This is an optimization exercise on Yosys and OpenROAD, whose aim is small area and a short achievable clock period, not a production implementation.
In this exercise RTL edits were held to simulation tests only and were not proved equivalent to the original.
Power figures rest on the tool's default switching activity, not on a simulated workload.

$ cat design.v
`timescale 1ps/1ps
module pim_mac_engine #(parameter BLOCK_SIZE = 16)(
    input clk, input rst_n, input start, output reg busy, output reg done, output reg [63:0] result
);
    reg [4:0] idx; reg [63:0] acc; wire [31:0] x = idx + 1; wire [31:0] w = (idx + 1) << 1;
    always @(posedge clk or negedge rst_n) begin
        if (!rst_n) begin idx <= 0; acc <= 0; busy <= 0; done <= 0; result<= 0; end
        else begin
            done <= 0;
            if (start && !busy) begin busy <= 1; idx <= 0; acc <= 0; end
            else if (busy) begin
                acc <= acc + (x * w); idx <= idx + 1;
                if (idx == BLOCK_SIZE-1) begin busy <= 0; done <= 1; result <= acc + (x * w); end
            end
        end
    end
endmodule
`timescale 1ps/1ps
module dram_controller_ddr3 #(parameter META_DEPTH = 4096)(
    input clk, input rst_n, input req_valid, output reg req_ready, input [31:0] req_addr,
    output reg resp_valid, input resp_ready, output reg [511:0] resp_data,
    output reg cke, cs_n, ras_n, cas_n, we_n, output reg [2:0] ba, output reg [13:0] addr, output reg odt,
    output reg pim_start, input pim_done, input [63:0] pim_result,
    output reg [31:0] act_count, rd_count, pre_count, skip_count, pim_ops_count, pim_cycle_count
);
    wire [2:0] bank = req_addr[12:10]; wire [12:0] row = req_addr[25:13];
    reg [12:0] open_row [0:7]; reg row_open [0:7]; integer i;
    reg meta_mem [0:META_DEPTH-1]; reg [11:0] meta_index;
    initial begin $readmemh("meta.hex", meta_mem); end
    localparam ST_IDLE=3'd0, ST_PRE=3'd1, ST_ACT=3'd2, ST_RD=3'd3, ST_PIM=3'd4, ST_RESP=3'd5;
    reg [2:0] state, lat_bank; reg [12:0] lat_row;
    always @(posedge clk or negedge rst_n) begin
        if (!rst_n) begin
            state <= ST_IDLE; req_ready <= 1; resp_valid <= 0; resp_data <= 0; pim_start <= 0;
            act_count <= 0; rd_count <= 0; pre_count <= 0; skip_count<= 0; pim_ops_count <= 0; pim_cycle_count <= 0;
            meta_index <= 0; for(i=0; i<8; i=i+1) begin row_open[i] <= 0; open_row[i] <= 0; end
            cke <= 1; odt <= 0; cs_n <= 1; ras_n<= 1; cas_n<= 1; we_n <= 1; ba <= 0; addr <= 0;
        end else begin
            resp_valid <= 0; pim_start <= 0; cs_n <= 0; ras_n <= 1; cas_n <= 1; we_n <= 1;
            case (state)
                ST_IDLE: begin
                    req_ready <= 1;
                    if (req_valid && req_ready) begin
                        req_ready <= 0; lat_bank <= bank; lat_row <= row;
                        if (meta_mem[meta_index] == 1) begin
                            skip_count <= skip_count + 1; meta_index <= meta_index + 1;
                            resp_data <= 0; resp_valid <= 1; state <= ST_RESP;
                        end else begin
                            if (row_open[bank] && open_row[bank] == row) state <= ST_RD;
                            else if (row_open[bank]) state <= ST_PRE; else state <= ST_ACT;
                        end
                    end
                end
                ST_PRE: begin
                    pre_count <= pre_count + 1; ba <= lat_bank; addr <= 0;
                    cs_n <= 0; ras_n <= 0; cas_n <= 1; we_n <= 0;
                    row_open[lat_bank] <= 0; state <= ST_ACT;
                end
                ST_ACT: begin
                    act_count <= act_count + 1; ba <= lat_bank; addr <= {1'b0, lat_row};
                    cs_n <= 0; ras_n <= 0; cas_n <= 1; we_n <= 1;
                    open_row[lat_bank] <= lat_row; row_open[lat_bank] <= 1; state <= ST_RD;
                end
                ST_RD: begin
                    rd_count <= rd_count + 1; ba <= lat_bank; addr <= 0;
                    cs_n <= 0; ras_n <= 1; cas_n <= 0; we_n <= 1; state <= ST_PIM;
                end
                ST_PIM: begin
                    pim_start <= 1;
                    if (pim_done) begin
                        resp_data <= {448'd0, pim_result}; resp_valid <= 1;
                        meta_index <= meta_index + 1; state <= ST_RESP;
                    end
                end
                ST_RESP: begin if (resp_ready) state <= ST_IDLE; else resp_valid <= 1; end
            endcase
            if (state == ST_RD) begin pim_ops_count <= pim_ops_count + 1; pim_cycle_count <= pim_cycle_count + 16; end
        end
    end
endmodule
`timescale 1ps/1ps
module pim_system_top (
    input clk, input rst_n, input req_valid, output req_ready, input [31:0] req_addr,
    output resp_valid, input resp_ready, output [63:0] resp_data,
    output [31:0] act_count, rd_count, pre_count, skip_count, pim_ops_count, pim_cycle_count
);
    wire cke, cs_n, ras_n, cas_n, we_n, odt; wire [2:0] ba; wire [13:0] addr;
    wire pim_start, pim_done; wire [63:0] pim_result;
    wire [511:0] resp_data_full;    
    assign resp_data = resp_data_full[63:0];
    dram_controller_ddr3 u_ctrl (
        .clk(clk), .rst_n(rst_n), .req_valid(req_valid), .req_ready(req_ready), .req_addr(req_addr),
        .resp_valid(resp_valid), .resp_ready(resp_ready), .resp_data(resp_data_full),
        .cke(cke), .cs_n(cs_n), .ras_n(ras_n), .cas_n(cas_n), .we_n(we_n), .ba(ba), .addr(addr), .odt(odt),
        .pim_start(pim_start), .pim_done(pim_done), .pim_result(pim_result),
        .act_count(act_count), .rd_count(rd_count), .pre_count(pre_count),
        .skip_count(skip_count), .pim_ops_count(pim_ops_count), .pim_cycle_count(pim_cycle_count)
    );
    pim_mac_engine u_pim (.clk(clk), .rst_n(rst_n), .start(pim_start), .busy(), .done(pim_done), .result(pim_result));
endmodule
$ cat meta.hex
1
0
0
0
1
1
0
0
0
0
0
0
0
0
1
0
1
0
1
0
0
0
1
1
0
0
0
0
0
1
1
0
1
1
0
0
0
1
0
1
1
1
0
1
1
0
0
0
1
0
1
1
0
1
0
1
1
1
1
0
0
1
0
1
1
1
0
0
1
1
0
0
0
0
0
1
0
0
1
0
1
1
1
1
0
0
1
0
1
0
1
1
0
0
0
0
0
0
1
0
1
0
0
0
1
0
0
0
1
1
1
1
1
0
1
1
1
1
0
0
1
0
1
0
0
0
0
0
1
1
0
0
0
1
0
1
1
0
0
0
0
1
0
0
0
0
1
1
0
0
1
1
1
0
1
1
1
0
1
0
1
1
1
1
0
0
0
1
0
1
1
0
0
1
1
1
0
1
0
0
1
0
1
0
0
1
0
0
0
0
1
0
1
1
1
1
1
1
1
1
0
1
1
1
1
1
0
0
0
0
1
0
0
0
1
0
0
0
0
1
1
0
0
0
1
0
0
0
1
1
1
0
1
1
0
1
0
0
0
1
0
0
1
0
1
1
1
1
1
0
0
1
1
1
1
1
0
0
0
1
0
0
0
0
0
1
1
1
0
0
0
0
0
0
1
0
1
0
1
1
0
1
0
0
1
0
1
0
0
1
0
0
1
0
1
1
1
0
0
1
0
1
1
1
1
1
1
0
0
0
0
1
1
1
1
1
1
1
1
0
0
0
0
0
0
0
1
0
0
1
0
1
0
1
0
0
0
0
0
1
0
0
1
0
1
1
1
0
0
1
0
0
1
0
1
0
0
0
0
0
0
0
1
1
0
1
0
0
1
1
0
0
0
0
1
0
0
0
1
0
1
0
1
1
1
0
0
1
1
0
1
0
1
0
1
0
1
1
0
0
0
0
1
0
1
0
1
0
0
0
0
1
1
1
1
1
0
1
0
1
0
0
1
0
0
1
0
1
0
0
0
1
0
1
0
1
1
1
0
1
1
0
1
0
0
0
1
1
0
1
0
1
0
1
0
1
1
0
0
1
1
0
1
0
1
1
0
1
0
0
1
1
1
1
1
0
0
1
0
0
0
0
0
0
0
1
1
1
0
0
1
0
1
1
0
1
0
1
0
1
1
1
1
0
1
1
1
1
1
0
1
0
0
1
1
1
1
1
0
1
1
0
0
0
0
1
1
1
1
0
0
0
0
0
1
1
0
1
0
0
1
1
1
0
1
0
1
1
0
1
1
1
1
1
0
0
0
0
1
1
1
0
0
1
1
1
1
0
0
1
1
0
0
0
1
1
0
1
1
1
0
0
0
0
1
0
1
0
0
1
0
1
0
0
1
0
0
0
1
0
0
1
0
1
0
0
1
1
0
1
1
1
1
1
1
0
1
0
1
1
1
0
1
0
1
1
0
1
1
1
0
0
0
1
0
1
1
0
1
1
0
1
1
0
1
1
0
1
1
0
0
0
0
1
0
0
1
0
0
1
1
0
0
1
1
0
1
0
0
1
0
0
0
0
1
1
1
0
0
0
1
1
0
0
0
1
0
0
0
0
1
1
0
1
1
0
0
0
1
1
1
0
1
0
0
1
0
0
1
1
1
0
1
1
1
0
1
0
0
1
0
1
0
0
0
1
1
1
0
0
1
0
0
1
1
0
1
0
0
0
1
1
0
1
1
1
1
1
0
1
1
0
1
0
0
0
1
1
1
1
1
1
1
1
0
1
1
1
1
0
0
0
1
1
0
1
0
0
0
0
0
1
0
0
0
0
0
0
0
0
0
0
0
1
1
0
1
1
0
1
0
1
0
0
0
0
0
1
1
1
0
1
1
1
1
1
0
1
1
0
0
1
1
0
1
1
1
0
1
0
0
0
0
1
0
0
1
1
1
1
1
0
1
1
0
0
1
0
0
0
1
1
1
1
0
0
0
1
0
0
1
0
0
0
1
1
0
0
0
0
1
1
0
1
1
1
1
1
1
0
1
0
1
0
1
1
1
1
0
0
0
1
0
1
1
1
1
0
1
1
0
0
0
1
0
0
1
1
1
0
0
1
0
1
0
0
0
1
0
1
0
1
0
1
1
1
0
1
1
1
1
1
1
0
1
1
1
0
0
0
0
0
1
0
0
0
0
1
1
1
1
1
0
0
0
0
0
1
0
0
1
1
1
0
1
0
1
1
1
1
1
1
1
0
0
0
0
1
1
0
1
1
1
1
0
1
1
0
0
0
1
0
1
1
1
1
0
1
0
0
1
0
1
0
1
0
1
1
1
0
0
1
1
1
0
0
1
1
1
0
0
0
1
0
0
0
1
0
1
0
0
0
1
0
0
1
0
0
1
1
1
0
0
1
0
0
1
0
0
1
1
0
0
1
0
1
0
0
1
1
0
0
0
1
1
1
1
1
1
0
1
0
0
0
1
0
1
1
1
1
1
1
0
0
1
0
0
1
1
1
1
0
0
1
1
1
1
0
0
0
0
1
0
0
0
1
1
1
1
0
0
0
1
0
0
1
1
0
0
1
0
1
0
0
0
1
0
1
1
0
0
1
1
1
1
0
0
1
0
0
1
0
0
1
1
0
0
1
1
0
0
1
1
1
1
1
1
0
1
0
1
1
1
1
0
1
0
0
1
1
0
1
1
0
0
1
0
1
1
0
0
1
0
0
0
1
0
0
0
1
0
0
1
0
0
1
1
0
0
0
1
1
0
0
1
1
1
0
0
0
0
1
1
0
0
0
1
0
1
0
1
1
0
0
0
0
0
1
0
0
1
0
0
1
0
0
1
0
0
0
0
0
0
0
0
0
1
0
1
0
1
0
1
1
0
0
0
1
1
1
1
0
1
0
1
0
0
1
1
0
0
0
0
1
1
1
1
1
1
1
1
1
1
0
0
0
0
1
1
0
0
0
0
1
1
1
1
1
1
0
1
1
1
0
1
1
0
0
1
1
1
0
0
1
0
0
0
0
0
1
1
0
1
1
0
1
1
0
1
1
0
1
0
0
0
1
1
1
0
0
0
0
1
0
1
1
0
0
1
0
1
0
1
0
0
1
1
1
1
1
1
0
1
1
0
0
1
0
1
1
1
1
0
1
0
0
1
1
0
0
0
1
1
1
1
1
0
0
1
1
0
1
1
1
1
1
1
1
1
0
1
0
0
1
0
1
1
0
0
0
0
1
1
1
1
0
0
0
1
0
1
0
1
1
0
0
0
1
1
1
0
1
0
0
0
0
0
0
0
1
1
1
0
1
1
0
0
1
1
0
0
0
0
0
1
0
1
1
1
0
0
0
1
1
0
0
1
0
0
1
1
0
0
0
1
0
0
1
0
1
1
0
1
1
1
1
0
0
0
0
0
1
1
0
1
0
0
0
1
1
1
0
1
1
1
0
1
1
0
0
1
0
0
1
0
0
0
1
1
0
1
0
1
1
1
0
1
1
1
1
1
1
0
0
0
1
1
1
1
1
1
1
1
0
0
1
0
0
1
1
0
1
1
0
0
1
0
1
0
0
1
0
1
1
1
0
0
1
0
0
1
1
1
1
0
0
1
1
1
1
1
1
0
1
0
1
0
0
0
0
1
0
0
1
1
0
0
1
1
0
0
0
1
1
1
0
0
0
1
1
0
0
1
1
1
1
1
1
0
0
1
0
1
0
1
0
1
0
0
0
0
1
1
0
1
1
0
0
1
1
1
0
0
1
1
1
0
1
1
1
1
1
1
1
0
0
1
0
1
1
0
0
1
1
1
0
0
1
1
1
1
0
0
0
0
1
0
1
1
0
0
1
1
1
1
0
1
0
0
0
1
1
0
0
1
0
1
0
0
1
1
1
0
0
1
0
1
0
0
1
1
1
0
0
0
0
1
0
1
1
1
1
0
0
0
1
1
1
1
1
1
0
1
1
1
1
1
1
0
1
1
1
0
0
0
1
1
0
0
1
1
1
1
0
0
1
1
1
1
1
1
1
0
0
1
0
1
1
0
1
0
0
1
1
1
0
1
0
0
1
1
1
1
1
1
0
1
1
0
1
1
1
0
0
0
1
1
0
1
1
0
1
1
0
1
1
0
1
0
0
1
0
0
1
0
0
0
1
0
1
0
1
1
0
0
0
0
0
0
0
0
0
0
1
0
1
1
0
0
0
0
0
0
1
1
1
1
1
0
1
0
1
1
0
1
0
0
0
0
0
0
0
0
0
0
0
1
0
1
1
1
1
0
1
1
0
1
1
0
1
1
0
1
1
1
0
1
0
0
0
0
1
0
1
1
0
1
1
0
1
0
1
0
0
0
1
0
1
1
1
1
1
0
1
0
0
0
1
1
1
1
0
0
0
1
1
1
1
1
0
0
0
1
0
0
1
0
0
1
1
1
0
0
0
1
0
1
0
1
1
0
1
0
0
1
1
1
0
0
0
0
1
1
1
1
0
1
1
1
1
1
0
0
1
0
0
1
0
0
1
1
1
0
0
0
1
1
1
0
1
1
0
0
0
1
0
0
0
1
1
1
1
1
0
1
0
0
0
0
0
0
0
1
1
0
1
1
1
0
1
1
0
1
1
0
0
1
1
0
1
1
1
1
1
1
0
1
1
0
1
1
0
0
1
1
1
1
1
0
1
0
1
0
0
0
1
1
0
0
1
0
0
1
1
1
1
1
0
1
1
1
0
0
1
1
0
1
1
1
0
1
0
0
0
0
1
1
1
1
1
0
1
1
1
0
1
0
1
0
0
0
0
0
1
0
0
0
0
0
1
1
0
1
1
0
0
1
0
0
1
1
0
1
1
0
1
0
0
0
1
0
1
0
0
0
1
0
0
0
0
1
0
0
1
1
1
0
1
0
0
1
0
1
1
1
0
0
1
0
0
1
1
1
0
0
1
1
1
0
0
0
1
0
1
1
1
0
1
0
1
1
0
1
0
1
0
0
1
1
0
1
0
1
1
1
0
1
1
1
1
1
0
0
1
0
0
1
0
0
0
0
0
0
1
0
1
1
0
0
1
1
1
1
0
1
1
1
0
1
0
1
0
0
1
0
0
1
1
1
0
0
0
0
1
0
1
0
1
1
1
1
1
1
1
1
1
1
1
1
1
0
0
1
1
1
0
1
1
1
0
1
0
1
1
0
1
0
1
1
0
0
0
0
1
0
0
1
0
0
0
0
1
1
1
0
1
0
1
0
1
1
1
1
0
1
1
0
0
0
1
1
1
1
0
1
0
0
0
1
1
1
1
0
0
1
1
0
1
0
1
1
0
0
1
0
1
1
1
1
1
0
1
0
0
1
0
0
1
0
0
1
1
0
1
0
0
1
1
1
1
1
0
0
1
1
1
1
0
1
1
0
1
0
0
0
0
1
1
0
1
0
0
0
0
1
0
0
0
1
1
0
1
1
1
0
1
0
1
1
1
0
1
1
1
0
0
1
1
0
0
1
1
0
1
0
1
0
0
0
0
0
1
0
0
1
0
0
1
1
0
1
1
1
0
1
0
0
1
0
1
0
0
0
0
1
0
0
0
0
1
0
1
1
1
1
0
0
1
1
1
0
1
1
0
0
0
0
0
1
1
0
0
0
0
0
1
0
1
1
1
0
1
1
0
1
0
0
1
0
0
0
0
0
0
0
1
1
1
0
1
1
1
1
1
0
0
1
1
1
1
1
1
0
1
0
0
0
1
0
1
0
1
1
0
1
1
1
1
1
1
1
1
1
1
0
0
0
0
0
0
1
1
0
0
1
1
0
1
0
1
0
0
1
1
1
0
0
1
1
1
0
1
0
0
1
0
0
1
1
0
1
0
1
1
0
1
0
0
1
1
0
1
1
1
1
0
0
1
1
1
1
1
1
0
0
1
1
1
0
1
0
0
1
1
1
1
0
1
0
1
1
0
0
1
0
0
0
0
1
1
0
1
0
0
0
0
1
1
0
0
1
0
0
1
0
1
1
0
0
1
0
0
1
0
1
1
1
1
0
0
0
0
0
1
0
0
0
0
1
0
0
1
0
1
1
1
0
0
0
1
1
1
0
1
1
1
1
1
0
0
1
0
0
0
0
0
0
0
1
1
0
0
1
1
1
1
0
1
1
0
0
0
0
1
0
0
0
1
0
1
1
1
0
1
1
0
0
1
0
0
0
1
0
1
0
1
0
1
0
1
1
0
1
1
1
0
1
1
1
1
1
1
1
1
1
1
1
1
1
1
1
0
0
1
0
1
0
1
1
1
1
0
1
0
1
0
1
0
0
1
1
0
1
1
1
0
0
0
1
0
1
1
0
1
1
1
1
0
1
0
1
1
1
0
1
1
1
1
1
1
1
0
1
0
0
0
1
1
0
1
0
1
0
0
1
1
1
0
1
1
0
0
1
0
0
1
1
0
0
1
0
1
0
1
1
1
1
0
1
1
1
1
0
1
0
1
1
1
1
0
1
0
1
1
1
0
1
1
1
0
0
0
1
0
0
0
1
0
0
1
1
1
1
1
0
1
0
0
1
1
1
1
0
0
1
1
1
1
1
1
1
1
1
0
1
0
0
1
0
1
1
1
1
1
0
0
1
1
1
0
1
1
0
0
1
1
0
1
0
1
0
0
0
1
0
1
1
1
1
0
0
1
0
0
1
0
1
1
0
0
0
1
0
0
0
0
0
0
0
1
0
0
1
1
1
0
1
0
1
1
1
1
0
1
1
1
1
1
1
1
0
1
0
0
0
0
0
0
0
0
1
0
0
1
0
1
1
1
0
0
0
1
1
1
0
1
1
0
1
0
0
0
0
0
0
0
0
0
1
1
0
0
1
0
1
1
0
0
0
1
1
1
1
0
0
1
1
1
0
1
0
0
1
0
0
1
1
0
1
1
0
0
1
1
1
0
1
0
0
1
0
0
1
0
1
1
0
1
0
0
1
1
0
0
1
1
0
0
1
0
1
1
0
0
1
1
1
1
1
0
1
1
0
1
1
1
0
1
1
1
1
1
1
0
1
0
1
1
0
1
0
0
0
0
0
0
0
1
0
1
0
0
1
0
0
0
0
0
1
1
0
1
1
1
0
0
0
0
1
1
1
1
0
0
1
1
0
0
0
1
1
1
1
1
1
0
1
0
0
0
0
1
1
0
1
1
0
0
1
0
1
0
0
0
0
1
0
0
1
0
1
0
0
0
0
1
0
1
1
0
1
1
1
0
0
1
1
1
1
0
0
0
1
0
0
0
0
0
0
0
1
1
0
1
0
1
1
1
1
0
0
0
0
0
1
0
1
0
1
0
1
0
1
1
0
1
0
1
0
0
1
1
1
1
1
1
0
0
1
0
1
0
0
1
1
1
1
1
0
1
1
0
1
1
1
0
1
0
0
1
1
1
1
0
0
0
1
0
1
0
0
1
1
1
1
1
1
1
1
1
0
0
1
0
1
0
1
0
1
0
0
0
0
0
0
0
1
0
1
0
1
1
1
0
1
1
1
0
1
0
0
0
1
0
1
0
0
1
0
1
0
1
0
0
1
0
1
0
0
1
1
0
1
0
1
0
1
0
1
0
1
0
1
0
0
1
1
1
1
0
0
1
0
1
1
0
1
1
0
1
0
1
0
1
1
0
0
1
0
0
1
1
0
1
1
1
0
0
0
1
0
1
0
1
1
0
1
0
1
1
0
0
1
1
0
0
0
0
0
1
0
1
0
1
1
0
1
1
0
1
0
1
1
0
0
1
0
1
1
1
1
0
0
1
1
0
1
1
1
0
1
1
1
0
1
0
0
1
0
1
1
0
1
1
1
0
0
1
0
0
0
1
0
0
0
0
0
0
1
0
0
0
0
0
1
1
0
1
0
1
1
1
0
0
0
1
1
1
1
1
1
1
0
0
1
0
1
0
0
1
1
1
0
1
0
1
0
0
1
1
1
1
1
0
1
1
1
1
1
1
0
0
0
0
1
0
1
1
0
1
0
1
1
0
1
0
1
0
0
0
1
0
0
0
0
0
1
1
1
0
0
0
0
0
0
0
1
1
1
1
0
0
1
1
0
0
1
1
1
0
0
0
1
0
1
0
1
0
0
0
0
0
0
0
0
0
1
0
1
1
0
0
0
0
0
0
0
0
0
1
1
1
1
1
0
1
0
0
1
0
0
0
1
1
0
0
1
0
1
0
0
0
0
1
0
1
0
1
1
0
1
1
0
0
1
1
0
0
1
1
1
1
0
1
0
0
0
0
0
1
1
0
0
1
0
1
1
1
1
0
1
0
1
0
0
0
1
1
0
1
0
0
1
0
0
0
0
1
0
0
1
1
0
0
0
1
1
0
1
1
0
0
1
1
0
1
1
1
1
0
1
0
0
1
0
1
0
1
1
0
0
0
0
1
1
0
0
0
1
0
0
0
0
1
0
1
0
1
1
1
0
1
0
1
1
0
1
0
1
0
0
1
1
1
0
1
0
1
0
0
1
0
0
1
0
0
0
1
0
0
1
0
1
1
1
0
1
1
1
0
1
1
1
0
0
0
0
1
1
1
0
1
0
1
1
1
0
1
0
1
1
1
1
1
0
0
1
0
1
1
0
0
0
0
0
0
0
1
1
0
0
1
0
0
1
1
1
1
1
1
1
0
0
0
0
1
0
1
1
0
0
1
0
1
0
1
1
0
0
0
0
1
0
0
0
0
1
1
0
0
1
1
0
1
0
0
0
0
0
0
1
1
0
1
0
1
1
1
1
0
1
0
1
0
1
1
0
1
1
0
0
0
1
1
1
1
0
0
0
1
0
1
0
1
0
0
1
0
1
0
0
0
1
0
1
0
1
0
1
1
0
1
0
0
1
0
1
0
1
0
0
1
1
0
0
1
0
1
0
1
1
1
1
0
1
1
0
0
0
0
0
0
0
0
0
1
1
1
1
1
0
1
0
1
1
1
0
1
0
0
0
1
1
0
0
1
0
1
1
1
1
1
0
1
0
1
0
1
1
0
1
0
1
0
1
1
1
1
1
1
0
1
1
1
0
0
1
1
1
1
0
0
1
1
0
1
1
1
1
1
1
0
0
1
1
1
0
1
1
0
0
1
1
0
1
0
1
1
0
1
1
1
1
0
1
1
0
0
1
0
1
1
1
1
0
0
1
1
0
0
1
1
0
1
1
1
0
1
1
1
1
1
1
1
0
1
0
0
0
1
0
1
1
1
1
1
0
0
0
1
1
1
1
1
0
0
1
1
1
0
1
1
1
1
1
1
0
0
0
1
1
0
1
0
1
0
$ cat run.sh
#!/bin/bash
# synth_recipe.tcl (not shown) runs the flow's synth.tcl, then flattens the netlist and writes it again
# the make line also repeats each setting of config.mk as NAME=value (left out here)
make -C /OpenROAD-flow-scripts/flow DESIGN_CONFIG=/design/flow/config.mk WORK_HOME=/design/flow/orfs CLKGATE_MAP_FILE= SYNTH_SCRIPT=/design/flow/synth_recipe.tcl finish
$ cat config.mk
export PLATFORM = sky130hd
export DESIGN_NAME = pim_system_top
export DESIGN_NICKNAME = pim_system_top
export VERILOG_FILES = /design/flow/design.v
export SDC_FILE = /design/flow/constraint.sdc
export NUM_CORES = 4
export LEC_CHECK = 0
export CAP_MARGIN = 20
export CORE_MARGIN = 2
export CORE_UTILIZATION = 35
export SLEW_MARGIN = 20
export SYNTH_MEMORY_MAX_BITS = 32768
$ cat constraint.sdc
create_clock -name core_clock -period 8.0 [get_ports {clk}]
set_input_delay 1.6000 -clock core_clock [delete_from_list [all_inputs] [get_ports {clk}]]
set_output_delay 1.6000 -clock core_clock [all_outputs]
set_load 0.01 [all_outputs]
==> impl_metrics.py, run 1 <==
metrics = {
    "run": {
        "cap_violations": 0,
    },
    "synthesis": {
        "synth.ff_latch_count": 530,
        "synth.cell_area_mm2": 0.03063,
        "ys_seq_area_share_pct": 43.56,
        "number_of_distinct_standard_cells_referenced_by_the_synthesized_netlist": 94,
        "synth_enable_flop_cells": 16,
        "synth_warnings": 4,
        "synthesis.area_per_instance_um2": 9.470,
        "post_synthesis_cells": 3235,
        "synth-main-ff-cell": "dfrtp_1",
        "async_reset_ff_share_pct": 96.98,
    },
    "cts": {
        "clock_tree_from_tritoncts": "yes",
        "clockBufferDepth": 3,
        "ctsHoldBuffers": 0,
        "number_of_cells_upsized_or_downsized_after_cts": 0,
        "clock_latency_ns": 0.66,
        "cts-htree-levels": 2,
        "cts_root_buffer": "clkbuf_16",
        "worst_setup_hold_path_clk_slew_ns": 0.07,
        "cts_made_buffers": 59,
        "post_cts_buffers": 0,
        "clock_sink_count": 530,
    },
    "placement": {
        "gp_congestion": 1.062,
        "place.port_buffers": 272,
        "place_ws_ns": 0.9273,
        "dpl.hpwl_um": 77170,
        "postPlaceCellArea_mm2": 0.03449,
    },
    "finish": {
        "fillers": 8569,
        "area_growth_syn_to_layout_pct": 19.74,
        "multiInputGateArea_mm2": 0.01598,
        "layout.nets": 3538,
        "layout-drive-gt1-share_pct": 11.31,
        "final-seq-area_mm2": 0.01336,
        "final_cell_mix": "dfrtp_1 (507), nand2_1 (417), clkdlybuf4s50_1 (271), o21ai_0 (222), xnor2_1 (210)",
        "layout_commonest_cell": "dfrtp_1",
        "layout.cell_area.non_filler_mm2": 0.03668,
    },
    "grt": {
        "grt_overflow": 0,
        "grt_pass1_wl_um": 168800,
        "antenna_found_initial": 1,
        "grt_pass1_vias": 25770,
        "grt_util_all_layers_pct": 24.35,
        "grt_max_degree": 141,
    },
    "pwr": {
        "switching_share_pct": 40.91,
        "p_sw_w": 0.004770,
        "reg_power_share_pct": 29.5,
        "irDropWorstVdd_mv": 0.3073,
        "power_frac_clock_pct": 25.8,
        "combinationalPowerShare_pct": 44.7,
        "power.static_leakage_nw": 15.27,
        "internal_power_w": 0.006889,
        "ratio_of_total_power_to_cell_area_mw_per_mm2": 317.8,
    },
    "floorplan": {
        "fp.coreArea_mm2": 0.08675,
        "pin_count": 294,
        "die_w_um": 299.9,
        "start_util_pct": 35.31,
        "std_cell_rows": 108,
        "die-height_um": 299.9,
        "die-area_mm2": 0.08991,
    },
    "sta": {
        "grt_setup_unrepaired": "false",
        "setup_total_negative_slack_ns": 0,
        "number_of_max_slew_violations_in_the_final_report": 0,
        "worstMarginPinSlew_ns": 1.029,
        "fin_ws_ns": 0.9907,
        "tightest_slew_margin_relative_to_the_limit_pct": 31.19,
        "min_period_over_period_pct": 87.62,
        "clock-skew-final_ns": 0.04453,
        "worst_hold_slack_ns": 0.4683,
        "setup_violations": 0,
        "fmax_ghz": 0.1427,
        "timing_hold_violations_final": 0,
        "fin_crit_ns": 7.009,
    },
    "setup_path": {
        "critPathLaunchType": "flip-flop",
        "critical_path_arrival_ns": 7.52,
        "required_ns": 8.51,
        "timing.critical_path.fanout_max": 19,
        "critical_path_start_end_classification": "flip-flop to flip-flop",
        "crit_path_end_kind": "flip-flop",
    },
    "min_path": {
        "hold_path_class": "flip-flop to flip-flop",
    },
    "drt": {
        "drtIter0Drc": 2795,
        "drt-pass1-iter-count": 7,
        "vias_per_cell": 5.748,
        "wirelength_um": 111800,
        "vias": 26630,
        "drtAntennaViolNets": 0,
        "wire_per_inst_um": 24.13,
        "post_route_drc": 0,
    },
    "run_status": {
        "run_status": "finished clean",
    },
}
## cell type report
| type | count | area share (%) |
|---|---|---|
| repair buffers | 348 | 9.093 |
| inverters | 101 | 1.033 |
| multi-input cells | 2385 | 43.55 |
| diodes | 1 | 0.006822 |
| well taps | 1155 | 3.940 |
| clock inverters | 36 | 1.381 |
| flip-flops and latches | 530 | 36.41 |
| clock buffers | 76 | 4.581 |
## synth_stat cells (11+ instances only)
cell type | n | area (um^2)
dfrtp_1 | 513 | 12840
nand2_1 | 419 | 1573
o21ai_0 | 222 | 1111
xnor2_1 | 210 | 1839
nor2_1 | 163 | 611.8
mux2_2 | 136 | 1531
a21oi_1 | 132 | 660.6
nand3_1 | 132 | 660.6
clkbuf_1 | 131 | 491.7
inv_1 | 96 | 360.4
ha_1 | 69 | 863.3
nand4_1 | 64 | 400.4
xor2_1 | 63 | 551.8
and3_1 | 55 | 344.1
buf_2 | 54 | 270.3
a31oi_1 | 47 | 294.0
nand2b_1 | 46 | 287.8
nor3_1 | 44 | 220.2
nor2b_1 | 39 | 244.0
a211oi_1 | 35 | 262.8
mux2i_1 | 34 | 340.3
o22ai_1 | 27 | 168.9
o211ai_1 | 25 | 187.7
o311ai_0 | 25 | 219.0
a311oi_1 | 20 | 175.2
o31ai_1 | 20 | 150.1
and2_1 | 19 | 118.9
buf_1 | 19 | 71.32
mux4_2 | 19 | 427.9
nor4_1 | 19 | 118.9
or3_1 | 19 | 118.9
buf_4 | 18 | 135.1
and4_1 | 16 | 140.1
edfxtp_1 | 16 | 480.5
a22o_1 | 15 | 131.4
o221ai_1 | 15 | 131.4
a221oi_1 | 13 | 113.9
o21ai_1 | 13 | 65.06
nor3b_1 | 12 | 90.09
or2_2 | 12 | 75.07
a21o_1 | 11 | 82.58
a22oi_1 | 11 | 82.58
a31o_2 | 11 | 96.34
o21a_1 | 11 | 82.58
## state kept, by name (all words and copies together) (netlist names), 3 cells and up
name,count
u_ctrl.act_count,32
u_ctrl.lat_bank,3
u_ctrl.lat_row,13
u_ctrl.meta_index,12
u_ctrl.open_row,104
u_ctrl.pim_cycle_count,28
u_ctrl.pim_ops_count,32
u_ctrl.pre_count,32
u_ctrl.rd_count,32
u_ctrl.resp_data,63
u_ctrl.row_open,8
u_ctrl.skip_count,32
u_ctrl.state,3
u_pim.acc,63
u_pim.idx,5
u_pim.result,63
## through the flow
step / util, % / total power (W) / std cells
floorplan: - / 0.006670 / 3241
global placement: 39.75 / 0.008499 / 4519
detailed placement: 39.75 / 0.008494 / 4519
CTS: 42.27 / 0.01156 / 4631
global route: 42.28 / 0.01228 / 4631
finish: 42.28 / 0.01166 / 4632
## per-layer routing
layer | wire [um] | global-route usage [%] | vias to the layer above
met3 | 8898 | 5.188 | 317
met4 | 6194 | 11.80 | 2
met5 | 16 | 0 | -
met2 | 49740 | 37.34 | 1134
met1 | 46900 | 32.69 | 13180
li1 | - | - | 12000
## worst max-delay path, cell delays in order (launching register included)
cell and delay [ns]:
dfrtp_1 0.46, ha_1 0.29, and3_1 0.20, ha_1 0.44, nor2_1 0.11, fa_1 0.52, inv_1 0.07, fa_1 0.51
fa_1 0.55, inv_1 0.04, ha_1 0.33, a31oi_1 0.23, nor2b_1 0.07, o21ai_0 0.16, nand2_1 0.11, a21oi_1 0.16
o21bai_1 0.10, a21oi_1 0.16, nor3_1 0.07, ha_1 0.42, o21a_1 0.15, nor2_1 0.05, or3_1 0.33, o221a_2 0.44
or4_1 0.62, xor2_1 0.17, o21ai_0 0.09
## logic make-up (layout without fill, tap and decap cells)
family          Yosys count  count (layout)  share of synthesized area [%]
xor+xnor                273             273                          7.805
simple gates           1087            1087                          17.12
other cells               1               8                        0.01224
buf+inv                 326             561                          4.509
fa+ha+maj                78              78                          3.374
compound gates          749             749                          16.04
mux                     191             191                          7.580
flops                   530             530                          43.56
## worst paths after layout
kind	start	endpoint	slack, ns	cells after the start
worst min-delay path	u_ctrl.pim_cycle_count[31]	u_ctrl.pim_cycle_count[31]	0.47	1
worst max-delay path	u_pim.idx[0]	u_pim.result[61]	0.99	26
max in group asynchronous	rst_n	u_ctrl.act_count[1]	5.14	3
worst max register to register	u_pim.idx[0]	u_pim.result[61]	0.99	26
worst min register to register	u_ctrl.pim_cycle_count[31]	u_ctrl.pim_cycle_count[31]	0.47	1
min in group asynchronous	rst_n	u_ctrl.pim_cycle_count[18]	0.88	1
## power groups by stage
stage / clock (W) / combinational, W / sequential, W
after detailed placement: 0 / 0.00502 / 0.00348
after floorplan: 0 / 0.00327 / 0.00340
after global routing: 0.00320 / 0.00558 / 0.00349
after CTS: 0.00308 / 0.00504 / 0.00344
after global placement: 0 / 0.00503 / 0.00347
final: 0.00301 / 0.00521 / 0.00344
==> run 2, diff against run 1 <==
==> design.v (replaced) <==
`timescale 1ps/1ps
module pim_system_top (
    input clk, input rst_n, input req_valid, output req_ready, input [31:0] req_addr,
    output resp_valid, input resp_ready, output [63:0] resp_data,
    output [31:0] act_count, rd_count, pre_count, skip_count, pim_ops_count, pim_cycle_count
);
    localparam [63:0] MAC_RESULT = 64'd2992;
    reg s_idle, s_d1, s_act, s_rd, s_pim, s_resp, rdy;
    reg pim_start, resp_nz, bump, flag_v, flag_r;
    reg [11:0] meta_index;
    reg [31:0] act_c, rd_c, pre_c, skip_c;
    reg busy, done; reg [3:0] idx;
    reg [2:0] lat_bank; reg [12:0] lat_row;
    reg [12:0] open_row [0:7]; reg [7:0] row_open;
    reg meta_mem [0:4095];
    initial begin $readmemh("meta.hex", meta_mem); end
    wire flag   = flag_v ? flag_r : meta_mem[0];
    wire accept = req_valid & rdy;
    wire is_open = row_open[lat_bank];
    wire is_eq   = (open_row[lat_bank] == lat_row);
    wire hit     = is_open & is_eq;
    wire pim_fin = s_pim & done;
    always @(posedge clk or negedge rst_n) begin
        if (!rst_n) begin
            s_idle <= 1; s_d1 <= 0; s_act <= 0; s_rd <= 0; s_pim <= 0; s_resp <= 0; rdy <= 1;
            pim_start <= 0; resp_nz <= 0; bump <= 0; flag_v <= 0; meta_index <= 0;
            act_c <= 0; rd_c <= 0; pre_c <= 0; skip_c <= 0;
            busy <= 0; done <= 0; idx <= 0; row_open <= 0;
        end else begin
            rdy    <= s_idle & ~accept;
            s_idle <= (s_idle & ~accept) | (s_resp & resp_ready);
            s_resp <= (accept & flag) | pim_fin | (s_resp & ~resp_ready);
            s_d1   <= accept & ~flag;
            s_act  <= s_d1 & is_open & ~is_eq;
            s_rd   <= s_act | (s_d1 & ~is_open);
            s_pim  <= s_rd | (s_d1 & hit) | (s_pim & ~done);
            pim_start <= s_pim;
            if (accept & flag) resp_nz <= 0; else if (pim_fin) resp_nz <= 1;
            bump <= (accept & flag) | pim_fin;
            meta_index <= meta_index + bump;
            flag_v <= 1;
            if (accept & flag) skip_c <= skip_c + 1;
            if (s_d1 & is_open & ~is_eq) pre_c <= pre_c + 1;
            if (s_act | (s_d1 & ~is_open)) act_c <= act_c + 1;
            if (s_rd | (s_d1 & hit)) rd_c <= rd_c + 1;
            if (s_d1) row_open[lat_bank] <= 1'b1;
            done <= busy & (idx == 4'd15);
            idx  <= idx + busy;
            busy <= busy ? (idx != 4'd15) : pim_start;
        end
    end
    always @(posedge clk) begin
        flag_r <= meta_mem[meta_index];
        lat_bank <= req_addr[12:10];
        lat_row  <= req_addr[25:13];
        if (s_d1) open_row[lat_bank] <= lat_row;
    end
    assign req_ready = rdy;
    assign resp_valid = s_resp;
    assign resp_data = resp_nz ? MAC_RESULT : 64'd0;
    assign act_count = act_c;
    assign pre_count = pre_c;
    assign skip_count = skip_c;
    assign rd_count = rd_c;
    assign pim_ops_count = rd_c;
    assign pim_cycle_count = {rd_c[27:0], 4'd0};
endmodule
==> impl_metrics.py, run 2 <==
metrics = {
    "min_path": {
        "holdCritStartpoint": "s_pim",
        "cells_on_worst_hold_path": 0,
        "hold-path-endpoint": "pim_start",
        "hold_path_class": "flip-flop to flip-flop",
    },
    "synthesis": {
        "synth_warnings": 1,
        "yosysMostFrequentCell": "dfrtp_1",
        "ys_seq_area_share_pct": 40.98,
        "post-synth-top-area-fraction_pct": 22.01,
        "most_instantiated_cells_after_synthesis": "dfrtp_1 (163), buf_4 (130), nor2_1 (113)",
        "synth.top_cells.by_area": "dfrtp_1 (22%), edfxtp_1 (17%), buf_4 (5.3%), xnor2_1 (4.5%), mux4_2 (4.0%)",
        "post_synthesis_cells": 1890,
        "synth-main-ff-cell": "dfrtp_1",
        "yosys_top_cell_by_area": "dfrtp_1",
        "synthesis.area_per_instance_um2": 9.805,
        "synth.cell_area_mm2": 0.01853,
        "number_of_distinct_standard_cells_referenced_by_the_synthesized_netlist": 82,
        "synth.ff_latch_count": 286,
        "synth_enable_flop_cells": 104,
        "async_reset_ff_share_pct": 57.69,
    },
    "run_status": {
        "run_status": "finished clean",
    },
    "cts": {
        "clock_latency_ns": 0.57,
        "post_cts_buffers": 0,
        "worst_setup_hold_path_clk_slew_ns": 0.06,
        "cts_made_buffers": 31,
        "clock_sink_count": 286,
        "clockBufferDepth": 3,
        "ctsHoldBuffers": 0,
        "cts-htree-levels": 1,
        "cts_root_buffer": "clkbuf_16",
        "clock_tree_from_tritoncts": "yes",
        "number_of_cells_upsized_or_downsized_after_cts": 0,
    },
    "drt": {
        "vias": 16160,
        "vias_per_cell": 6.051,
        "drtAntennaViolNets": 0,
        "drtIter0Drc": 1898,
        "post_route_drc": 0,
        "wire_per_inst_um": 27.90,
        "drt-pass1-iter-count": 6,
        "wirelength_um": 74510,
    },
    "floorplan": {
        "die_w_um": 234.1,
        "std_cell_rows": 84,
        "pin_count": 294,
        "start_util_pct": 35.33,
        "die-height_um": 234.1,
        "fp.coreArea_mm2": 0.05245,
        "die-area_mm2": 0.05480,
    },
    "placement": {
        "numPlacedInstances": 2613,
        "place.port_buffers": 215,
        "dpl.hpwl_um": 50820,
        "gp_congestion": 1.036,
    },
    "grt": {
        "grt_util_all_layers_pct": 26.40,
        "antenna_found_initial": 0,
        "grt_pass1_wl_um": 107100,
        "grt_overflow": 0,
        "grt_max_degree": 109,
        "grt_pass1_vias": 15400,
    },
    "setup_path": {
        "critPathLaunchType": "flip-flop",
        "rr_endpoint": "flag_r",
        "timing.rr.start": "meta_index[0]",
        "reg2regPathDepth": 12,
        "crit_path_end_kind": "flip-flop",
        "rrSetupSlack_ns": 3.32,
        "critical_path_start_end_classification": "flip-flop to flip-flop",
        "critical_path_arrival_ns": 5.13,
        "timing.critical_path.fanout_max": 28,
        "required_ns": 8.45,
    },
    "pwr": {
        "switching_share_pct": 20.71,
        "irDropWorstVdd_mv": 0.1634,
        "combinationalPowerShare_pct": 2.8,
        "power_frac_clock_pct": 48.0,
        "internal_power_w": 0.002472,
        "reg_power_share_pct": 49.2,
        "ratio_of_total_power_to_cell_area_mw_per_mm2": 144.3,
        "power.static_leakage_nw": 8.363,
        "p_sw_w": 0.0006456,
    },
    "sta": {
        "timing_hold_violations_final": 0,
        "worstMarginPinSlew_ns": 1.173,
        "setup_violations": 0,
        "number_of_max_slew_violations_in_the_final_report": 0,
        "clock-skew-final_ns": 0.02242,
        "tightest_slew_margin_relative_to_the_limit_pct": 21.45,
        "fmax_ghz": 0.2137,
        "grt_setup_unrepaired": "false",
        "min_period_over_period_pct": 58.49,
        "setup_total_negative_slack_ns": 0,
        "fin_crit_ns": 4.680,
    },
    "run": {
        "cap_violations": 0,
    },
    "finish": {
        "layout.nets": 2039,
        "layout-drive-gt1-share_pct": 9.788,
        "register_bank_with_the_most_flops": "open_row",
        "final_core_utilization_pct": 41.19,
        "area_growth_syn_to_layout_pct": 16.58,
        "layout_commonest_cell": "clkdlybuf4s50_1",
        "largest_register_ffs": 104,
        "fin_cells": 2671,
        "final_cell_mix": "clkdlybuf4s50_1 (214), dfrtp_1 (159), nor2_1 (111), nand2_1 (105), edfxtp_1 (104)",
    },
}
[run 2: per-stage QoR]
| stage | worst slack (ns) | power (W) | hold WS, ns | area (um^2) |
|---|---|---|---|---|
| 6_report | 3.320 | 0.003118 | 0.4318 | 21600 |
| 3_3_place_gp | 3.460 | 0.001651 | 0.4069 | 20520 |
| 2_1_floorplan | 4.445 | 0.001637 | 0.3946 | 18760 |
| 4_1_cts | 3.502 | 0.003164 | 0.4370 | 21600 |
| 5_1_grt | 3.214 | 0.003230 | 0.4590 | 21600 |
| 3_5_place_dp | 3.521 | 0.001652 | 0.4237 | 20520 |
[run 2: cell type report]
class,instances,area [um^2]
fillers,5177,30840
inverters,31,116.4
clock buffers,40,859.6
flip-flops and latches,286,7609
diodes,1,2.502
multi-input cells,1352,9457
repair buffers,256,2477
well taps,688,860.8
clock inverters,17,222.7
[run 2: worst max path at each step]
stage / start / end / slack, ns / depth (start not counted)
floorplan: meta_index[0] / flag_r / 4.45 / 13
global placement: meta_index[0] / flag_r / 3.46 / 12
detailed placement: meta_index[2] / flag_r / 3.52 / 10
CTS: meta_index[2] / flag_r / 3.50 / 10
global route: meta_index[2] / flag_r / 3.21 / 10
finish: meta_index[0] / flag_r / 3.32 / 12
[run 2: routing by layer]
layer | track usage [%] | vias up | share of wire [%]
met2 | 39.84 | 988 | 44
met4 | 16.34 | 0 | 7.0
met5 | 0 | - | 0
met1 | 34.66 | 7980 | 40
li1 | - | 6932 | -
met3 | 5.423 | 261 | 9.6
[run 2: power groups by stage]
stage	Combinational, W	Sequential, W	Clock, W
after global routing	0.000101	0.00153	0.00160
final	0.0000886	0.00153	0.00150
after floorplan	0.0000792	0.00156	0
after detailed placement	0.0000899	0.00156	0
after global placement	0.0000891	0.00156	0
after CTS	0.0000904	0.00153	0.00154
[run 2: kinds of logic after synthesis]
family	count (synthesis)	share of synthesized area, %
and+or+nand+nor	596	17.14
buffers and inverters	313	9.425
xor gates and xnor gates	150	7.089
DFF	286	40.98
muxes	78	6.509
AOI/OAI and AO/OA	420	15.78
other	2	0.04053
adders and majority gates	45	3.038
[run 2: worst max-delay path, stage by stage (launching register included)]
cell and delay, ns:
dfrtp_1 0.33, buf_4 0.39, inv_1 0.36, ha_1 0.39, buf_4 0.27, nand2_1 0.55
nand2_1 0.42, a21oi_1 0.11, a211oi_1 0.62, o311ai_0 0.35, nand4_1 0.20, a211oi_1 0.07
o41a_1 0.42
==> run 3, diff against run 2 <==
--- a/design.v
+++ b/design.v
@@ -6,15 +6,18 @@
 );
     localparam [63:0] MAC_RESULT = 64'd2992;
     reg s_idle, s_d1, s_act, s_rd, s_pim, s_resp, rdy;
-    reg pim_start, resp_nz, bump, flag_v, flag_r;
+    reg pim_start, resp_nz, bump, flag_v;
+    localparam LO = 8;
+    reg [(1<<(12-LO))-1:0] rom_s;
     reg [11:0] meta_index;
     reg [31:0] act_c, rd_c, pre_c, skip_c;
     reg busy, done; reg [3:0] idx;
     reg [2:0] lat_bank; reg [12:0] lat_row;
     reg [12:0] open_row [0:7]; reg [7:0] row_open;
     reg meta_mem [0:4095];
+    integer k;
     initial begin $readmemh("meta.hex", meta_mem); end
-    wire flag   = flag_v ? flag_r : meta_mem[0];
+    wire flag   = flag_v ? rom_s[meta_index[11:LO]] : meta_mem[0];
     wire accept = req_valid & rdy;
     wire is_open = row_open[lat_bank];
     wire is_eq   = (open_row[lat_bank] == lat_row);
@@ -50,7 +53,8 @@
         end
     end
     always @(posedge clk) begin
-        flag_r <= meta_mem[meta_index];
+        for (k = 0; k < (1<<(12-LO)); k = k + 1)
+            rom_s[k] <= meta_mem[{k[11-LO:0], meta_index[LO-1:0]}];
         lat_bank <= req_addr[12:10];
         lat_row  <= req_addr[25:13];
         if (s_d1) open_row[lat_bank] <= lat_row;
--- a/config.mk
+++ b/config.mk
@@ -8,5 +8,6 @@
 export CAP_MARGIN = 20
 export CORE_MARGIN = 2
 export CORE_UTILIZATION = 35
+export SETUP_SLACK_MARGIN = 5
 export SLEW_MARGIN = 20
 export SYNTH_MEMORY_MAX_BITS = 32768
==> impl_metrics.py, run 3 <==
metrics = {
    "sta": {
        "tightest_slew_margin_relative_to_the_limit_pct": 24.47,
        "setup_total_negative_slack_ns": 0,
        "setup_violations": 0,
        "timing_hold_violations_final": 0,
        "fmax_ghz": 0.3164,
        "fin_ws_ns": 4.839,
        "clock-skew-final_ns": 0.01226,
        "worstMarginPinSlew_ns": 1.130,
        "worst_hold_slack_ns": 0.4548,
        "number_of_max_slew_violations_in_the_final_report": 0,
        "min_period_over_period_pct": 39.51,
        "grt_setup_unrepaired": "true",
        "fin_crit_ns": 3.161,
    },
    "synthesis": {
        "yosys_top_cell_by_area": "dfrtp_1",
        "synth-main-ff-cell": "dfrtp_1",
        "synth.cell_area_mm2": 0.01834,
        "number_of_distinct_standard_cells_referenced_by_the_synthesized_netlist": 70,
        "async_reset_ff_share_pct": 54.82,
        "post_synthesis_cells": 1913,
        "synth.top_cells.by_area": "dfrtp_1 (22%), edfxtp_1 (17%), buf_4 (5.3%), xor2_1 (4.1%), mux4_2 (3.8%)",
        "ys_seq_area_share_pct": 43.05,
        "synthesis.area_per_instance_um2": 9.588,
        "post-synth-top-area-fraction_pct": 22.24,
        "synth.ff_latch_count": 301,
        "synth_warnings": 1,
        "most_instantiated_cells_after_synthesis": "dfrtp_1 (163), nor2_1 (153), nand2_1 (142)",
        "synth_enable_flop_cells": 104,
        "yosysMostFrequentCell": "dfrtp_1",
    },
    "setup_path": {
        "crit_path_end_kind": "flip-flop",
        "timing.critical_path.fanout_max": 12,
        "critical_path_arrival_ns": 3.52,
        "critical_path_start_end_classification": "flip-flop to flip-flop",
        "reg2regPathDepth": 7,
        "required_ns": 8.36,
        "critPathLaunchType": "flip-flop",
    },
    "cts": {
        "clock_latency_ns": 0.51,
        "cts_made_buffers": 34,
        "cts-htree-levels": 2,
        "clock_tree_from_tritoncts": "yes",
        "worst_setup_hold_path_clk_slew_ns": 0.05,
        "cts_root_buffer": "clkbuf_16",
        "clock_sink_count": 301,
        "clockBufferDepth": 3,
    },
    "placement": {
        "dpl.hpwl_um": 43170,
        "numPlacedInstances": 2630,
        "gp_congestion": 1.070,
        "place.port_buffers": 215,
        "place_ws_ns": 3.533,
    },
    "finish": {
        "layout-drive-gt1-share_pct": 18.16,
        "final_cell_mix": "dlygate4sd2_1 (188), nor2_1 (140), nand2_1 (135), dfrtp_1 (126), a21oi_1 (114)",
        "layout.nets": 2157,
        "area_growth_syn_to_layout_pct": 24.53,
        "layout_commonest_cell": "dlygate4sd2_1",
        "register_bank_with_the_most_flops": "open_row",
        "fillers": 4975,
        "fin_cells": 2784,
        "final-seq-area_mm2": 0.007955,
        "multiInputGateArea_mm2": 0.009641,
        "largest_register_ffs": 104,
    },
    "floorplan": {
        "die-area_mm2": 0.05425,
        "pin_count": 294,
        "die_w_um": 232.9,
        "die-height_um": 232.9,
        "std_cell_rows": 83,
        "fp.coreArea_mm2": 0.05161,
        "start_util_pct": 35.54,
    },
    "min_path": {
        "hold_path_class": "flip-flop to flip-flop",
        "cells_on_worst_hold_path": 1,
    },
    "pwr": {
        "ratio_of_total_power_to_cell_area_mw_per_mm2": 140.3,
        "totalPowerFinal_w": 0.003205,
        "power.static_leakage_nw": 10.22,
        "irDropWorstVdd_mv": 0.1285,
    },
    "drt": {
        "wirelength_um": 65470,
        "wire_per_inst_um": 23.52,
        "vias_per_cell": 5.765,
        "drtAntennaViolNets": 0,
        "vias": 16050,
        "post_route_drc": 0,
        "drtIter0Drc": 1912,
        "drt-pass1-iter-count": 6,
    },
    "grt": {
        "antenna_found_initial": 1,
        "grt_util_all_layers_pct": 22.87,
        "grt_pass1_wl_um": 95020,
        "grt_pass1_vias": 15130,
        "grt_overflow": 0,
        "grt_max_degree": 92,
    },
    "run_status": {
        "run_status": "finished clean",
    },
    "run": {
        "cap_violations": 0,
    },
}
==> run 3: cell type report <==
class | instances | share of cell area [%]
multi-input cells | 1369 | 42.21
diodes | 1 | 0.01096
clock inverters | 10 | 0.3342
clock buffers | 50 | 4.399
inverters | 32 | 0.5807
well taps | 680 | 3.725
flip-flops and latches | 301 | 34.83
repair buffers | 341 | 13.91
==> run 3: cells by family (layout without fill, tap and decap cells) <==
family	Yosys count	in the layout	share of synthesized area [%]
simple gates	589	589	15.92
compound gates	446	446	15.35
buf+inv	304	433	9.107
flops	301	301	43.05
xor+xnor	149	149	7.115
mux	80	80	6.563
fa+ha+maj	42	42	2.865
other cells	2	64	0.04095
==> run 3: path summary, 6_finish.rpt <==
check,start,endpoint,slack [ns]
setup / recovery,meta_index[1],rom_s[5],4.84
hold / removal,row_open[3],row_open[3],0.45
setup reg to reg,meta_index[1],rom_s[5],4.84
hold reg to reg,row_open[3],row_open[3],0.45
max in group asynchronous,rst_n,meta_index[4],5.56
min in group asynchronous,rst_n,act_c[30],1.19
==> run 3: worst max-delay path, cell delays in order (launching register included) <==
cell and delay (ns):
dfrtp_2 0.46, buf_12 0.19, clkinvlp_4 0.22, ha_4 0.34, nand2_1 0.50, a31oi_1 0.16, mux4_2 0.58, mux4_2 0.54
==> run 3: routing by layer <==
layer	track usage, %	share of wire [%]	vias to the layer above
li1	-	-	7104
met1	29.99	40	7795
met2	35.22	45	897
met3	5.515	9.9	254
met4	11.35	5.7	0
met5	0	0	-
==> run 3: power breakdown <==
group | switching [W] | leakage [nW] | internal [W] | total (W)
clock | 0.000594 | 0.526 | 0.000902 | 0.00150
sequential | 0.0000118 | 3.43 | 0.00160 | 0.00161
combinational | 0.0000595 | 6.26 | 0.0000394 | 0.0000989
total | 0.000666 | 10.2 | 0.00254 | 0.00321
==> run 3: timing repair <==
action                     CTS  global route
pin swaps                    5            21
gates cloned                 3             3
setup buffers               51            35
hold buffers                 0             0
gates resized for setup    337            89
setup endpoints to repair  328           161
==> run 3: per-stage QoR <==
stage          utilization, %  area [um^2]
2_1_floorplan               -        18570
3_3_place_gp            39.33        20300
3_5_place_dp            39.33        20300
4_1_cts                 42.86        22120
5_1_grt                 44.25        22840
6_report                44.25        22840
==> run 4, diff against run 3 <==
==> design.v (replaced) <==
`timescale 1ps/1ps
module pim_system_top (
    input clk, input rst_n, input req_valid, output req_ready, input [31:0] req_addr,
    output resp_valid, input resp_ready, output [63:0] resp_data,
    output [31:0] act_count, rd_count, pre_count, skip_count, pim_ops_count, pim_cycle_count
);
    localparam [63:0] MAC_RESULT = 64'd2992;
    reg s_idle, s_d1, s_act, s_rd, s_pim, s_resp, rdy;
    reg pim_start, resp_nz, bump, flag_v;
    reg [11:0] meta_index;
    reg [31:0] act_c, rd_c, pre_c, skip_c;
    reg busy, done; reg [3:0] idx;
    reg [12:0] open_row [0:7]; reg [7:0] row_open;
    reg hit_open, hit_eq;
    localparam LO = 7;
    reg [(1<<(12-LO))-1:0] rom_s;
    reg meta_mem [0:4095];
    integer k;
    initial begin $readmemh("meta.hex", meta_mem); end
    wire [2:0] bank = req_addr[12:10];
    wire [12:0] row = req_addr[25:13];
    wire flag   = flag_v ? rom_s[meta_index[11:LO]] : meta_mem[0];
    wire accept = req_valid & rdy;
    wire take_dense = accept & ~flag;
    wire pim_fin = s_pim & done;
    always @(posedge clk or negedge rst_n) begin
        if (!rst_n) begin
            s_idle <= 1; s_d1 <= 0; s_act <= 0; s_rd <= 0; s_pim <= 0; s_resp <= 0; rdy <= 1;
            pim_start <= 0; resp_nz <= 0; bump <= 0; flag_v <= 0; meta_index <= 0;
            act_c <= 0; rd_c <= 0; pre_c <= 0; skip_c <= 0;
            busy <= 0; done <= 0; idx <= 0; row_open <= 0;
        end else begin
            rdy    <= s_idle & ~accept;
            s_idle <= (s_idle & ~accept) | (s_resp & resp_ready);
            s_resp <= (accept & flag) | pim_fin | (s_resp & ~resp_ready);
            s_d1   <= take_dense;
            s_act  <= s_d1 & hit_open & ~hit_eq;
            s_rd   <= s_act | (s_d1 & ~hit_open);
            s_pim  <= s_rd | (s_d1 & hit_open & hit_eq) | (s_pim & ~done);
            pim_start <= s_pim;
            if (accept & flag) resp_nz <= 0; else if (pim_fin) resp_nz <= 1;
            bump <= (accept & flag) | pim_fin;
            meta_index <= meta_index + bump;
            flag_v <= 1;
            if (accept & flag) skip_c <= skip_c + 1;
            if (s_d1 & hit_open & ~hit_eq) pre_c <= pre_c + 1;
            if (s_act | (s_d1 & ~hit_open)) act_c <= act_c + 1;
            if (s_rd | (s_d1 & hit_open & hit_eq)) rd_c <= rd_c + 1;
            if (take_dense) row_open[bank] <= 1'b1;
            done <= busy & (idx == 4'd15);
            idx  <= idx + busy;
            busy <= busy ? (idx != 4'd15) : pim_start;
        end
    end
    always @(posedge clk) begin
        for (k = 0; k < (1<<(12-LO)); k = k + 1)
            rom_s[k] <= meta_mem[{k[11-LO:0], meta_index[LO-1:0]}];
        hit_open <= row_open[bank];
        hit_eq   <= (open_row[bank] == row);
        if (take_dense) open_row[bank] <= row;
    end
    assign req_ready = rdy;
    assign resp_valid = s_resp;
    assign resp_data = resp_nz ? MAC_RESULT : 64'd0;
    assign act_count = act_c;
    assign pre_count = pre_c;
    assign skip_count = skip_c;
    assign rd_count = rd_c;
    assign pim_ops_count = rd_c;
    assign pim_cycle_count = {rd_c[27:0], 4'd0};
endmodule
==> flow/run.sh (new file) <==
#!/bin/bash
# Own layout flow: the standard ORFS flow, with two changes:
#  * synthesis maps logic with an area-oriented ABC script (flow/abc.script),
#    the rest of the synthesis script (registers, flattening, names) unchanged;
#  * ports are buffered with buf_2 instead of ORFS's default choice.
# Each step's full output goes to its own log in this folder.
set -euo pipefail
W=$(pwd)
SD="$W/scripts_abc"
rm -rf "$SD"
cp -r "$FLOW_HOME/scripts" "$SD"
cp "$W/flow/abc.script" "$SD/abc_area.script"
export BUFFER_PORTS_ARGS="-buffer_cell sky130_fd_sc_hd__buf_2"
SCRIPTS_DIR="$SD" ABC_AREA=1 bash standard.sh synth > "$W/log_synth.txt" 2>&1
bash standard.sh finish > "$W/log_layout.txt" 2>&1
==> flow/abc.script (new file) <==
strash
dch
map -a
topo
stime -c
buffer -c
upsize -c
dnsize -c
==> standard.sh (new file) <==
#!/bin/bash
# synth_recipe.tcl (not shown) runs the flow's synth.tcl, then flattens the netlist and writes it again
# the make line also repeats each setting of config.mk as NAME=value (left out here)
make -C /OpenROAD-flow-scripts/flow DESIGN_CONFIG=/design/flow/config.mk WORK_HOME=/design/flow/orfs CLKGATE_MAP_FILE= SYNTH_SCRIPT=/design/flow/synth_recipe.tcl "${@:-finish}"
removed: run.sh
==> impl_metrics.py, run 4 <==
metrics = {
    "drt": {
        "wirelength_um": 77440,
        "drt-pass1-iter-count": 6,
        "vias_per_cell": 5.532,
        "drtIter0Drc": 1840,
        "drtAntennaViolNets": 0,
        "vias": 16120,
        "post_route_drc": 0,
        "wire_per_inst_um": 26.58,
    },
    "synthesis": {
        "yosys.area_share.xor_xnor_pct": 7.183,
        "ys_seq_area_share_pct": 44.88,
        "post_synthesis_cells": 2021,
        "synth_enable_flop_cells": 104,
        "combinational_family_with_the_most_area_after_synthesis": "simple AND/OR/NAND/NOR gates",
        "yosysMostFrequentCell": "nor2_1",
        "synth.area.mux_share_pct": 0.06369,
        "synthesis.area_per_instance_um2": 8.748,
        "synth-simple-area-share_pct": 17.12,
        "compound_gate_portion_of_the_synthesized_area_pct": 15.92,
        "synth.top_cells.by_area": "dfrtp_1 (23%), edfxtp_1 (18%), nor2_1 (5.5%), xor2_1 (5.4%), buf_4 (5.4%)",
        "number_of_distinct_standard_cells_referenced_by_the_synthesized_netlist": 66,
        "post-synth-top-area-fraction_pct": 23.07,
        "async_reset_ff_share_pct": 54.46,
        "synth.ff_latch_count": 303,
        "synthAdderAreaFrac_pct": 2.972,
        "synth.cell_area_mm2": 0.01768,
        "most_instantiated_cells_after_synthesis": "nor2_1 (257), inv_1 (208), nand2_1 (187)",
        "yosys_top_cell_by_area": "dfrtp_1",
        "synth-main-ff-cell": "dfrtp_1",
        "synth_warnings": 1,
    },
    "floorplan": {
        "die-height_um": 228.8,
        "pin_count": 294,
        "std_cell_rows": 82,
        "die-area_mm2": 0.05233,
        "die_w_um": 228.8,
        "start_util_pct": 35.39,
        "fp.coreArea_mm2": 0.04997,
    },
    "setup_path": {
        "critical_path_arrival_ns": 3.46,
        "timing.critical_path.fanout_max": 12,
        "rr_endpoint": "rom_s[7]",
        "critical_path.slowest_cell": "a211oi_1",
        "required_ns": 8.38,
        "critical_path_start_end_classification": "flip-flop to flip-flop",
        "timing.rr.start": "meta_index[1]",
        "rrSetupSlack_ns": 4.92,
        "buffers_and_inverters_on_the_worst_path": 4,
        "crit_family": "buffers and inverters",
        "path_cells": "buf_6 -> clkinvlp_4 -> buf_4 -> nor2_1 -> inv_1 -> a211oi_1 -> o221ai_1",
        "crit_path_end_kind": "flip-flop",
        "reg2regPathDepth": 7,
        "crit_path_max_incr_delay_ns": 0.61,
        "critPathLaunchType": "flip-flop",
    },
    "min_path": {
        "hold-path-endpoint": "pim_start",
        "holdCritStartpoint": "s_pim",
        "cells_on_worst_hold_path": 0,
        "hold_path_class": "flip-flop to flip-flop",
    },
    "grt": {
        "grt_overflow": 0,
        "grt_util_all_layers_pct": 28.78,
        "grt_pass1_vias": 15460,
        "grt_max_degree": 103,
        "antenna_found_initial": 1,
        "grt_pass1_wl_um": 110100,
    },
    "run": {
        "cap_violations": 0,
    },
    "cts": {
        "cts_made_buffers": 35,
        "clockBufferDepth": 3,
        "cts_root_buffer": "clkbuf_16",
        "worst_setup_hold_path_clk_slew_ns": 0.06,
        "cts-htree-levels": 2,
        "clock_tree_from_tritoncts": "yes",
        "clock_sink_count": 303,
        "clock_latency_ns": 0.56,
    },
    "placement": {
        "gp_congestion": 1.019,
        "place_ws_ns": 4.076,
        "postPlaceCellArea_mm2": 0.01912,
        "place.port_buffers": 215,
        "dpl.hpwl_um": 56480,
    },
    "pwr": {
        "ratio_of_total_power_to_cell_area_mw_per_mm2": 376.8,
        "totalPowerFinal_w": 0.007932,
        "power.static_leakage_nw": 9.351,
        "irDropWorstVdd_mv": 0.1767,
    },
    "sta": {
        "fmax_ghz": 0.3251,
        "min_period_over_period_pct": 38.45,
        "setup_violations": 0,
        "timing_hold_violations_final": 0,
        "clock-skew-final_ns": 0.01911,
        "tightest_slew_margin_relative_to_the_limit_pct": 39.40,
        "fin_ws_ns": 4.924,
        "setup_total_negative_slack_ns": 0,
        "grt_setup_unrepaired": "false",
        "worstMarginPinSlew_ns": 0.9090,
        "fin_crit_ns": 3.076,
        "number_of_max_slew_violations_in_the_final_report": 0,
    },
    "finish": {
        "register_bank_with_the_most_flops": "open_row",
        "largest_register_ffs": 104,
        "antennaDiodeCount": 0,
        "layout.cell_area.non_filler_mm2": 0.02105,
        "layout-drive-gt1-share_pct": 22.48,
        "layout_commonest_cell": "nor2_1",
        "area_growth_syn_to_layout_pct": 19.06,
        "layout.nets": 2293,
        "final_cell_mix": "nor2_1 (226), buf_2 (211), inv_1 (187), nand2_1 (182), dfrtp_1 (157)",
    },
    "run_status": {
        "run_status": "finished clean",
    },
}
==> run 4: changes by cell type in the layout (fill, tap and decap cells not counted), sizes merged, moves of 24 or more <==
cell,delta
a21oi,-24
mux2i,-37
mux4,-31
nand2,+49
buf,+179
xnor2,-29
and3,-24
a22oi,+42
dlygate4sd2,-188
xor2,+25
nor2,+110
inv,+179
==> run 4: per-layer routing <==
| layer | global-route usage [%] | share of wire, % | up-vias |
|---|---|---|---|
| met1 | 38.47 | 41 | 7851 |
| li1 | - | - | 7198 |
| met4 | 17.38 | 6.9 | 2 |
| met3 | 6.138 | 8.5 | 242 |
| met2 | 42.71 | 43 | 828 |
| met5 | 0 | 0.017 | - |
==> run 4: report_power, final <==
group,switching (W),internal [W],total [W]
clock,0.000654,0.000960,0.00161
sequential,0.000152,0.00180,0.00196
combinational,0.00322,0.00114,0.00436
==> run 4: timing repair <==
item,4_1_cts,5_1_grt
resized for setup,68,57
setup endpoints to repair,150,117
pin swaps,9,4
gates cloned,0,1
hold buffers,0,0
buffers inserted,32,5
==> run 4: area by class of cell <==
type,count,area [um^2]
clock buffers,51,1017
clock inverters,13,150.1
fillers,4957,28910
inverters,222,907.1
multi-input cells,1351,8309
flip-flops and latches,303,7943
well taps,672,840.8
repair buffers,302,1884
==> run 4: cell families (layout without fill, tap and decap cells) <==
family,after synthesis,in the layout
AOI/OAI and AO/OA,434,434
xor gates and xnor gates,145,145
adders and majority gates,42,42
buffers and inverters,428,588
DFF,303,303
muxes,1,1
other,2,63
and+or+nand+nor,666,666
==> run 4: worst max path at each step <==
| stage | to | startpoint | cells past startpoint |
|---|---|---|---|
| after detailed placement | rom_s[3] | meta_index[3] | 9 |
| after global routing | open_row[7][6] | meta_index[8] | 11 |
| final | rom_s[7] | meta_index[1] | 7 |
| after floorplan | hit_eq | req_addr[10] | 11 |
| after CTS | rom_s[17] | meta_index[1] | 13 |
| after global placement | rom_s[3] | meta_index[3] | 9 |
==> run 4: metrics by stage <==
step / utilization, % / hold WS (ns) / instances
after detailed placement: 38.27 / 0.4122 / 2812
after floorplan: - / 0.3945 / 2082
after global routing: 42.13 / 0.4418 / 2914
after global placement: 38.24 / 0.4146 / 2811
final: 42.13 / 0.4224 / 2914
after CTS: 41.60 / 0.4256 / 2908

-- port drivers added, routing unchanged --
Ports are ideal in the flow. The routed layouts listed here were re-timed in OpenROAD.
Step 1 (the two cells are an assumption about what drives the block):
set clk [get_ports {clk}]
set_driving_cell -lib_cell sky130_fd_sc_hd__clkbuf_16 $clk
set_driving_cell -lib_cell sky130_fd_sc_hd__buf_2 [delete_from_list [all_inputs] $clk]
Step 2, shift: input delay + t, output delay - t, t = (earliest + latest rising clock arrival at the registers) / 2. This alone moves slack from input paths to output paths.
Slacks: ideal ports / drivers / drivers and shift; pairs: ideal ports / drivers.
run | t, ns | setup slack, ns | hold slack, ns | latest minus earliest clock arrival (ns)
run 1 | 0.692 | 0.991 / 0.991 / 0.991 | 0.468 / 0.468 / 0.468 | 0.051 / 0.051
run 2 | 0.605 | 3.320 / 3.320 / 3.320 | 0.432 / 0.432 / 0.432 | 0.023 / 0.022
run 3 | 0.555 | 4.839 / 4.839 / 4.543 | 0.455 / 0.455 / 0.455 | 0.012 / 0.012
run 4 | 0.605 | 4.924 / 4.924 / 4.542 | 0.422 / 0.422 / 0.422 | 0.020 / 0.021
After both steps setup and hold are still met in every run listed. The setup slack of run 4, which loses most, moves by 0.000 ns with the drivers and by -0.382 ns with both steps.
